Background: an optimization exercise with open tools, aiming at small area. Do not read the settings as production practice. Only simulation tests tie the RTL to the original design; equivalence was not proved. The flow treats the clock pin as an ideal source. Dropping or thinning the clock tree relies on that and would not hold on a real chip. Power figures rest on the tool's default switching activity, not on a simulated workload.

// digitalAssign
module digitalAssign(clk, rst, rst_n, a, b, c, d, e, indicator, HEX, door,
                     status1, status2, status3, status4, status5,
                     i1, i2, i3, i4, i5, led);
Size: about 150 cells after synthesis, ~82 I/O pins, roughly 0.0014 mm² of cells after synthesis.
export LEC_CHECK = 0
export CAP_MARGIN = 20
export CORE_MARGIN = 2
export CORE_UTILIZATION = 40
export SLEW_MARGIN = 20
create_clock -name core_clock -period 10.0 [get_ports {clk}]
standard.sh (not shown) runs the stock make flow with config.mk's settings and CLKGATE_MAP_FILE= SYNTH_SCRIPT=/design/flow/synth_recipe.tcl, a recipe that flattens the netlist after the stock synthesis.
==> flow/flow/run.sh <==
#!/bin/bash
# Own layout flow: the standard ORFS layout with these changes:
#  - synthesis is the standard flow's own (synth_recipe.tcl), but ABC maps the
#    combinational logic with an area-oriented script (flow/area.abc);
#  - combinational cells are then set to their smallest drive strength
#    (the resizer upsizes again wherever timing or slew needs it);
#  - the smallest buffer (buf_1) is the port buffer;
#  - constant outputs share one tie cell per value;
#  - the clock tree is three clock buffers in parallel, each driving a third
#    of the registers
#    (flow/my_cts.tcl in place of ORFS's CTS step).
set -euo pipefail
W=$(pwd)
export FLOW_ABC_SCRIPT=$W/flow/area.abc
export FLOW_SYNTH_TCL=$W/synth_recipe.tcl
export FLOW_CLOCK_PORT=clk
export FLOW_CLOCK_BUF=sky130_fd_sc_hd__clkbuf_4
export FLOW_CLOCK_NBUF=3
sed "s#SYNTH_SCRIPT=[^ ]*#SYNTH_SCRIPT=$W/flow/synth_abc.tcl#" standard.sh > flow_standard.sh
sed "s#\"\${@:-finish}\"#RUN_SCRIPT=$W/flow/my_cts.tcl RUN_LOG_NAME_STEM=4_1_cts run#" flow_standard.sh > flow_cts.sh
export BUFFER_PORTS_ARGS="-buffer_cell sky130_fd_sc_hd__buf_1"
export RECOVER_POWER=100
# one tie cell per constant value instead of one per constant output port
export SKIP_REPAIR_TIE_FANOUT=1

bash flow_standard.sh synth > synth.log 2>&1
NET=orfs/results/$FLOW_PLATFORM/digitalAssign/base/1_2_yosys.v
cp $NET synth_netlist_orig.log
bash flow/downsize.sh $NET "$FLOW_HOME/platforms/$FLOW_PLATFORM/lib/sky130_fd_sc_hd__tt_025C_1v80.lib" > downsize.log 2>&1
touch $NET
bash flow_standard.sh place > place.log 2>&1
bash flow_cts.sh > cts.log 2>&1
bash flow_standard.sh > layout.log 2>&1
==> flow/flow/area.abc <==
&get -n
&st
&deepsyn -I 1 -J 100
&dch -f
&nf -p -R 1000
&put
topo
==> flow/flow/my_cts.tcl <==
# Clock tree of FLOW_CLOCK_NBUF clock buffers (FLOW_CLOCK_BUF) in parallel:
# the clock port drives each buffer, and each buffer drives the clock pins of
# one group of registers (groups split by x position). Replaces ORFS's CTS
# step; otherwise follows cts.tcl (timing repair, detailed placement, outputs).
utl::set_metrics_stage "cts__{}"
source $::env(SCRIPTS_DIR)/load.tcl
erase_non_stage_variables cts
load_design 3_place.odb 3_place.sdc

set block [ord::get_db_block]
set clk_net [$block findNet $::env(FLOW_CLOCK_PORT)]
set master [[ord::get_db] findMaster $::env(FLOW_CLOCK_BUF)]
set nbuf $::env(FLOW_CLOCK_NBUF)
set sinks {}
foreach it [$clk_net getITerms] {
  set loc [[$it getInst] getLocation]
  lappend sinks [list [lindex $loc 0] [lindex $loc 1] $it]
}
set sinks [lsort -integer -index 0 $sinks]
set n [llength $sinks]
puts "clock port drives $n pins; splitting them over $nbuf buffers"
for { set b 0 } { $b < $nbuf } { incr b } {
  set lo [expr { ($b * $n) / $nbuf }]
  set hi [expr { (($b + 1) * $n) / $nbuf - 1 }]
  set inst [odb::dbInst_create $block $master clkbuf_root_$b]
  set leaf [odb::dbNet_create $block clknet_root_$b]
  $leaf setSigType CLOCK
  set sx 0; set sy 0; set m 0
  foreach s [lrange $sinks $lo $hi] {
    set it [lindex $s 2]
    set sx [expr { $sx + [lindex $s 0] }]; set sy [expr { $sy + [lindex $s 1] }]; incr m
    $it disconnect
    $it connect $leaf
  }
  puts "clock buffer $b drives $m pins"
  [$inst findITerm A] connect $clk_net
  [$inst findITerm X] connect $leaf
  $inst setLocation [expr { $sx / $m }] [expr { $sy / $m }]
  $inst setPlacementStatus PLACED
}

set_dont_use $::env(DONT_USE_CELLS)
set_propagated_clock [all_clocks]
estimate_parasitics -placement
set_placement_padding -global \
  -left $::env(CELL_PAD_IN_SITES_DETAIL_PLACEMENT) \
  -right $::env(CELL_PAD_IN_SITES_DETAIL_PLACEMENT)
detailed_placement
estimate_parasitics -placement
repair_timing_helper
detailed_placement
check_placement -verbose
report_clock_min_period
report_checks -path_delay min_max
report_check_types -max_slew -max_capacitance
report_clock_skew
orfs_write_db $::env(RESULTS_DIR)/4_1_cts.odb
orfs_write_db $::env(RESULTS_DIR)/4_cts.odb
orfs_write_sdc $::env(RESULTS_DIR)/4_cts.sdc
Other scripts of this flow, unchanged in this note and not shown: flow/flow/downsize.sh, flow/flow/synth_abc.tcl
The baseline passed the timing, design-rule and antenna checks.
Rerun with:
--- a/flow/flow/run.sh
+++ b/flow/flow/run.sh
@@ -6,7 +6,5 @@
 #    (the resizer upsizes again wherever timing or slew needs it);
 #  - the smallest buffer (buf_1) is the port buffer;
-#  - constant outputs share one tie cell per value;
-#  - the clock tree is three clock buffers in parallel, each driving a third
-#    of the registers
+#  - the clock tree is a single clock buffer driving every register
 #    (flow/my_cts.tcl in place of ORFS's CTS step).
 set -euo pipefail
@@ -15,12 +13,10 @@
 export FLOW_SYNTH_TCL=$W/synth_recipe.tcl
 export FLOW_CLOCK_PORT=clk
-export FLOW_CLOCK_BUF=sky130_fd_sc_hd__clkbuf_4
-export FLOW_CLOCK_NBUF=3
+export FLOW_CLOCK_BUF=sky130_fd_sc_hd__clkbuf_16
+export FLOW_CLOCK_NBUF=1
 sed "s#SYNTH_SCRIPT=[^ ]*#SYNTH_SCRIPT=$W/flow/synth_abc.tcl#" standard.sh > flow_standard.sh
 sed "s#\"\${@:-finish}\"#RUN_SCRIPT=$W/flow/my_cts.tcl RUN_LOG_NAME_STEM=4_1_cts run#" flow_standard.sh > flow_cts.sh
 export BUFFER_PORTS_ARGS="-buffer_cell sky130_fd_sc_hd__buf_1"
 export RECOVER_POWER=100
-# one tie cell per constant value instead of one per constant output port
-export SKIP_REPAIR_TIE_FANOUT=1
 
 bash flow_standard.sh synth > synth.log 2>&1
==> flow/flow/area.abc (replaced) <==
&get -n
&st
&deepsyn -T 30
&dch -f
&nf -p -R 1000
&put
topo
Power increases by 2.1%.
Maximum frequency decreases by 1.7%.
Wire length decreases by 5.9%.
Setup slack gets worse by 70 ps.
Sequential share of layout area decreases by 0.12 points.
Combinational power increases by about 0.8%.
Via count decreases by 2.9%.
Critical path depth stays the same.
Synthesized cell count decreases by 5.2%.
Cell area stays flat.
Core utilization increases by 2.9 points.
Rerun with:
--- a/flow/flow/run.sh
+++ b/flow/flow/run.sh
@@ -13,6 +13,6 @@
 export FLOW_SYNTH_TCL=$W/synth_recipe.tcl
 export FLOW_CLOCK_PORT=clk
-export FLOW_CLOCK_BUF=sky130_fd_sc_hd__clkbuf_16
-export FLOW_CLOCK_NBUF=1
+export FLOW_CLOCK_BUF=sky130_fd_sc_hd__clkbuf_4
+export FLOW_CLOCK_NBUF=3
 sed "s#SYNTH_SCRIPT=[^ ]*#SYNTH_SCRIPT=$W/flow/synth_abc.tcl#" standard.sh > flow_standard.sh
 sed "s#\"\${@:-finish}\"#RUN_SCRIPT=$W/flow/my_cts.tcl RUN_LOG_NAME_STEM=4_1_cts run#" flow_standard.sh > flow_cts.sh
=> Wire length increases slightly; combinational power stays flat; total power decreases by a few percent; cell area barely changes; hold slack hardly moves; via count increases slightly; sequential cell count does not change; global-route usage increases by 0.26 points.
No run of this note takes its clock network from TritonCTS; it comes from the design's own scripts or RTL.

## afterwards: timing with drivers on the ports
The results above use ideal ports. As a check the final layouts listed here were re-extracted and re-timed, cells and wires unchanged. Step 1: set_driving_cell puts a clkbuf_16 on clk and a buf_2 on each other input, an assumption about the parent block. Step 2 times the ports against the registers' clock, not the clock port: input delays grow and output delays shrink by t, the midpoint of the rising clock arrivals with the driver on. Three values: ideal, step 1, step 2; two values: the first two.
| run | t, ns | setup WS [ns] | worst hold slack (ns) | clock arrival spread, ns | worst register clock-pin slew, ns |
|---|---|---|---|---|---|
| the first run | 0.188 | 5.865 / 5.834 / 6.021 | 0.363 / 0.363 / 0.363 | 0.017 / 0.017 | 0.10 / 0.10 |
| the second run | 0.183 | 5.795 / 5.769 / 5.953 | 0.363 / 0.363 / 0.363 | 0.003 / 0.003 | 0.10 / 0.10 |
| the third run | 0.184 | 5.791 / 5.762 / 5.946 | 0.360 / 0.360 / 0.360 | 0.010 / 0.010 | 0.10 / 0.10 |
After both steps every run listed still meets setup and hold.
